From an optimization exercise on the open Yosys and OpenROAD flow, aimed at small area; shortcuts taken in it are not production practice.
Where RTL was checked, it was by simulation tests only, not by an equivalence proof against the original.
The clock port is modelled as an ideal driver; clocking choices that lean on that would not hold on a real chip.
No activity file was given, so power comes from the tool's default toggle rates.

== build 56 ==
Design axi_gpio_top, start of the top module:
module axi_gpio_top(  
  input ACLK,
  input ARESETn,
  input        AWVALID,
  output       AWREADY,
  input [31:0] AWADDR,
  input [2 :0] AWPROT,
  input        WVALID,
  output       WREADY,
  input [31:0] WDATA,
  input [3 :0] WSTRB,  
  output       BVALID,
  input        BREADY,
  output[1 :0] BRESP,
  input        ARVALID,
  output       ARREADY,
  input [31:0] ARADDR,
  input [2 :0] ARPROT,
  output       RVALID,
  input        RREADY,
  output[31:0] RDATA,
  output[1 :0] RRESP,
  output [7:0] led,      
  input  [7:0] switch,   
  input  [4:0] button,    
  output interrupt
);
Size: roughly 2300 cells after synthesis, roughly 380 flip-flops, roughly 180 I/O pins, about 18000 um^2 of cells after synthesis.
export LEC_CHECK = 0
export ABC_AREA = 1
export CAP_MARGIN = 20
export CORE_MARGIN = 2
export CORE_UTILIZATION = 40
export CTS_BUF_LIST = sky130_fd_sc_hd__clkbuf_4
export SLEW_MARGIN = 20
create_clock -name core_clock -period 10.0 [get_ports {ACLK}]
run.sh (not shown) runs the stock make flow with config.mk's settings and CLKGATE_MAP_FILE= SYNTH_SCRIPT=/design/flow/synth_recipe.tcl, a recipe that flattens the netlist after the stock synthesis.
In summary, build 56 completed successfully, with a layout that passed the timing, design-rule and antenna checks.
Here is what was changed in the inputs of build 10 compared with build 56.
Settings: CTS_BUF_LIST changed from sky130_fd_sc_hd__clkbuf_4 to sky130_fd_sc_hd__clkbuf_8.
[summary]
Proportion of power drawn by the clock network sits higher in build 10 than in build 56. Where wire length is concerned, build 56 is better than build 10. Build 10 against build 56; total power after layout is up slightly. In build 10, post-layout instance count excluding filler cells is lower than in build 56. Global-route usage of build 10 is on par with build 56. Changes observed in build 10 relative to build 56: register-to-register slack shows a reduction of 0.03 ns, wire length of the first global-routing pass shows a reduction of 0.36%.
What build 83 does differently from build 10 at the input level:
Settings: CTS_BUF_LIST: sky130_fd_sc_hd__clkbuf_8 -> unset.
--- outcome ---
- Build 83 vs. build 10: clock distribution power climbed about 5%; number of nets at the end of the flow dropped 25; worst setup slack climbed 0.063 ns.
- Build 10 -> build 83: register fraction of the total cell area flat
- Count of maximum capacitance violations: build 10 vs build 83 identical
Function was not checked in any run of this note: the RTL went through the layout flow alone.

* * *

axi_gpio_top, a different RTL version from the one above (not shown whole).
Size: ~1400 cells after synthesis, roughly 380 flip-flops, about 180 I/O pins, ~0.015 sq mm of cells after synthesis.
// axi_gpio_top
module axi_gpio_top(  
  input ACLK,
  input ARESETn,
  input        AWVALID,
  output       AWREADY,
  input [31:0] AWADDR,
  input [2 :0] AWPROT,
  input        WVALID,
  output       WREADY,
  input [31:0] WDATA,
  input [3 :0] WSTRB,  
  output       BVALID,
  input        BREADY,
  output[1 :0] BRESP,
  input        ARVALID,
  output       ARREADY,
  input [31:0] ARADDR,
  input [2 :0] ARPROT,
  output       RVALID,
  input        RREADY,
  output[31:0] RDATA,
  output[1 :0] RRESP,
  output [7:0] led,      
  input  [7:0] switch,   
  input  [4:0] button,    
  output interrupt
);
clock: 10.0 ns
lec_check: 0
abc_area: 1
cap_margin: 10
core_margin: 2
core_utilization: 60
slew_margin: 10
standard.sh (not shown) runs the stock make flow with config.mk's settings and CLKGATE_MAP_FILE= SYNTH_SCRIPT=/design/flow/synth_recipe.tcl, a recipe that flattens the netlist after the stock synthesis.
==> flow/flow/run.sh <==
#!/bin/bash
# Own layout flow: the standard flow (standard.sh), with these changes:
#  - synthesis maps the logic with an area-oriented ABC script (abc_area.script
#    here) instead of ORFS's, and skips ORFS's half/full adder extraction;
#    everything else in the synthesis is unchanged, so the registers are the
#    standard synthesis's;
#  - port buffering uses sky130_fd_sc_hd__buf_1 cells;
#  - CTS clusters at most 18 flip-flops per sky130_fd_sc_hd__clkbuf_8, with no
#    dummy loads;
#  - after CTS, cells off the critical paths are sized down (post_cts.tcl).
# Each tool's full output stays in orfs/logs/; make's output goes to make.log.
set -euo pipefail
W=$(pwd)
cat > "$W/own_synth.tcl" <<EOT
proc abc {args} {
  set i [lsearch -exact \$args -script]
  if {\$i >= 0} { lset args [expr {\$i + 1}] {$W/flow/abc_area.script} }
  yosys abc {*}\$args
}
# ORFS's half/full adder extraction only hurts the area here
proc extract_fa {args} {}
source {$W/synth_recipe.tcl}
EOT
EXTRA="'BUFFER_PORTS_ARGS=-buffer_cell sky130_fd_sc_hd__buf_1'"
EXTRA+=" 'CTS_ARGS=-sink_clustering_enable -repair_clock_nets -buf_list sky130_fd_sc_hd__clkbuf_8 -sink_clustering_size 18 -sink_clustering_max_diameter 70 -dont_use_dummy_load'"
EXTRA+=" 'POST_CTS_TCL=$W/flow/post_cts.tcl'"
sed -e "s#SYNTH_SCRIPT=[^ ']*#SYNTH_SCRIPT=$W/own_synth.tcl#" \
    -e "s#CLKGATE_MAP_FILE= #CLKGATE_MAP_FILE= $EXTRA #" \
    standard.sh > own_standard.sh
grep -q own_synth.tcl own_standard.sh
grep -q POST_CTS_TCL own_standard.sh
bash own_standard.sh > make.log 2>&1
==> flow/flow/post_cts.tcl <==
# size down cells on paths with slack to spare, then re-legalise
log_cmd repair_timing -recover_power 100 -setup_margin 0 -hold_margin 0 -verbose

estimate_parasitics -placement
set slow_drivers {}
foreach pin [get_pins -of_objects [all_registers -edge_triggered] -filter "is_clock==1"] {
  set s 0.0
  foreach prop {slew_max_rise slew_max_fall} {
    set v [get_property $pin $prop]
    if {[string is double -strict $v] && $v > $s} { set s $v }
  }
  if {$s > 0.095} {
    foreach drv [get_pins -of_objects [get_nets -of_objects $pin] -filter "direction==output"] {
      lappend slow_drivers [get_full_name [get_cells -of_objects $drv]]
    }
  }
}
foreach inst [lsort -unique $slow_drivers] {
  set cell [get_property [get_cells $inst] ref_name]
  set bigger [string map {clkbuf_4 clkbuf_8 clkbuf_8 clkbuf_16} $cell]
  if {$bigger ne $cell} {
    puts "upsizing clock buffer $inst: $cell -> $bigger"
    replace_cell [get_cells $inst] [get_lib_cells $bigger]
  }
}
detailed_placement
check_placement -verbose
Other scripts of this flow, unchanged in this note and not shown: flow/flow/abc_area.script
Change:
--- a/flow/flow/run.sh
+++ b/flow/flow/run.sh
@@ -9,3 +9,4 @@
 #    dummy loads;
-#  - after CTS, cells off the critical paths are sized down (post_cts.tcl).
+#  - after CTS, cells off the critical paths are sized down, and clock
+#    buffers whose flip-flops see a slow clock edge are sized up (post_cts.tcl).
 # Each tool's full output stays in orfs/logs/; make's output goes to make.log.
--- a/flow/flow/post_cts.tcl
+++ b/flow/flow/post_cts.tcl
@@ -11,3 +11,3 @@
   }
-  if {$s > 0.095} {
+  if {$s > 0.100} {
     foreach drv [get_pins -of_objects [get_nets -of_objects $pin] -filter "direction==output"] {
Settings changed: CORE_UTILIZATION 60 to 85.
What happened:
- register-to-register slack is worse by 130 ps
- global-route usage went up by 17 points
- sequential cell count does not change
- routed wire length went up by about 19%
- combinational power went up by 6.4%
- utilization went up by 26 points
- total power went up by 1.5%
- cell area went down by 1.3%
Change:
--- a/flow/flow/run.sh
+++ b/flow/flow/run.sh
@@ -7,3 +7,3 @@
 #  - port buffering uses sky130_fd_sc_hd__buf_1 cells;
-#  - CTS clusters at most 18 flip-flops per sky130_fd_sc_hd__clkbuf_8, with no
+#  - CTS clusters at most 24 flip-flops per sky130_fd_sc_hd__clkbuf_8, with no
 #    dummy loads;
@@ -25,3 +25,3 @@
 EXTRA="'BUFFER_PORTS_ARGS=-buffer_cell sky130_fd_sc_hd__buf_1'"
-EXTRA+=" 'CTS_ARGS=-sink_clustering_enable -repair_clock_nets -buf_list sky130_fd_sc_hd__clkbuf_8 -sink_clustering_size 18 -sink_clustering_max_diameter 70 -dont_use_dummy_load'"
+EXTRA+=" 'CTS_ARGS=-sink_clustering_enable -repair_clock_nets -buf_list sky130_fd_sc_hd__clkbuf_8 -sink_clustering_size 24 -sink_clustering_max_diameter 70 -dont_use_dummy_load'"
 EXTRA+=" 'POST_CTS_TCL=$W/flow/post_cts.tcl'"
--- a/flow/flow/post_cts.tcl
+++ b/flow/flow/post_cts.tcl
@@ -11,3 +11,3 @@
   }
-  if {$s > 0.100} {
+  if {$s > 0.110} {
     foreach drv [get_pins -of_objects [get_nets -of_objects $pin] -filter "direction==output"] {
Settings changed: CORE_UTILIZATION 85 to 60.
Outcome:
- The new run completed without violations
- worst hold slack improves by 8.8 ps
- core utilization went down by 27 points
- wire length went down by 16%
- cell area went up by 0.40%
Change:
--- a/flow/flow/run.sh
+++ b/flow/flow/run.sh
@@ -7,3 +7,3 @@
 #  - port buffering uses sky130_fd_sc_hd__buf_1 cells;
-#  - CTS clusters at most 24 flip-flops per sky130_fd_sc_hd__clkbuf_8, with no
+#  - CTS clusters at most 18 flip-flops per sky130_fd_sc_hd__clkbuf_8, with no
 #    dummy loads;
@@ -25,3 +25,3 @@
 EXTRA="'BUFFER_PORTS_ARGS=-buffer_cell sky130_fd_sc_hd__buf_1'"
-EXTRA+=" 'CTS_ARGS=-sink_clustering_enable -repair_clock_nets -buf_list sky130_fd_sc_hd__clkbuf_8 -sink_clustering_size 24 -sink_clustering_max_diameter 70 -dont_use_dummy_load'"
+EXTRA+=" 'CTS_ARGS=-sink_clustering_enable -repair_clock_nets -buf_list sky130_fd_sc_hd__clkbuf_8 -sink_clustering_size 18 -sink_clustering_max_diameter 70 -dont_use_dummy_load'"
 EXTRA+=" 'POST_CTS_TCL=$W/flow/post_cts.tcl'"
Settings changed: CORE_UTILIZATION 60 to 80.
- total power came out lower slightly
- clock power falls by roughly a tenth
- worst setup slack got worse by 210 ps
- first-iteration DRC count rises by a quarter to a third
Change:
--- a/flow/flow/run.sh
+++ b/flow/flow/run.sh
@@ -26,2 +26,3 @@
 EXTRA+=" 'CTS_ARGS=-sink_clustering_enable -repair_clock_nets -buf_list sky130_fd_sc_hd__clkbuf_8 -sink_clustering_size 18 -sink_clustering_max_diameter 70 -dont_use_dummy_load'"
+EXTRA+=" 'SKIP_REPAIR_TIE_FANOUT=1'"
 EXTRA+=" 'POST_CTS_TCL=$W/flow/post_cts.tcl'"
Settings changed: CORE_UTILIZATION 80 to 60.
Setup slack is better by 180 ps.
Critical path depth falls by 3.
Wire length goes down by a few percent.
Change:
--- a/flow/flow/run.sh
+++ b/flow/flow/run.sh
@@ -26,3 +26,2 @@
 EXTRA+=" 'CTS_ARGS=-sink_clustering_enable -repair_clock_nets -buf_list sky130_fd_sc_hd__clkbuf_8 -sink_clustering_size 18 -sink_clustering_max_diameter 70 -dont_use_dummy_load'"
-EXTRA+=" 'SKIP_REPAIR_TIE_FANOUT=1'"
 EXTRA+=" 'POST_CTS_TCL=$W/flow/post_cts.tcl'"
--- a/flow/flow/post_cts.tcl
+++ b/flow/flow/post_cts.tcl
@@ -11,3 +11,3 @@
   }
-  if {$s > 0.110} {
+  if {$s > 0.105} {
     foreach drv [get_pins -of_objects [get_nets -of_objects $pin] -filter "direction==output"] {
Settings changed: CORE_UTILIZATION 60 to 80.
Routed wire length rises by 3.3%.
Count of clock-buffer cells in the layout falls by 1.
Cell area falls by 0.73%.
Non-clock buffer count falls by 4.
Setup slack gets worse by 280 ps.
Total power rises by 0.51%.
Maximum frequency falls by 6.7%.
Synthesized area does not change.
First-iteration DRC count rises by 6.1%.

-- what the ideal ports hide --
The results above use ideal ports. As a check the final layouts listed here were re-extracted and re-timed, cells and wires unchanged.
Step 1, drivers: a clkbuf_16 drives ACLK and a buf_2 each remaining input, both assumed.
Step 2 times the ports against the registers' clock, not the clock port: input delays grow and output delays shrink by t, the midpoint of the rising clock arrivals with the driver on.
Three values: no drivers, after step 1, after step 2; two values: the first two.
| run | t, ns | setup slack, ns | hold WS [ns] |
|---|---|---|---|
| build 56 | 0.844 | 6.094 / 6.046 / 5.851 | 0.340 / 0.340 / 0.340 |
| build 10 | 0.671 | 6.267 / 6.216 / 5.782 | 0.349 / 0.349 / 0.349 |
| build 83 | 0.615 | 6.330 / 6.273 / 5.784 | 0.343 / 0.343 / 0.343 |
| the first run of note 2 | 0.671 | 6.156 / 6.177 / 5.506 | 0.348 / 0.348 / 0.348 |
| the second run of note 2 | 0.662 | 6.006 / 6.018 / 5.356 | 0.334 / 0.334 / 0.334 |
| the third run of note 2 | 0.628 | 6.125 / 6.147 / 5.519 | 0.343 / 0.343 / 0.343 |
| the fourth run of note 2 | 0.612 | 5.917 / 5.917 / 5.510 | 0.359 / 0.359 / 0.359 |
| the fifth run of note 2 | 0.624 | 6.100 / 6.112 / 5.488 | 0.337 / 0.337 / 0.337 |
| the sixth run of note 2 | 0.645 | 5.821 / 5.821 / 5.404 | 0.355 / 0.355 / 0.355 |
After both steps every run listed still meets setup and hold.
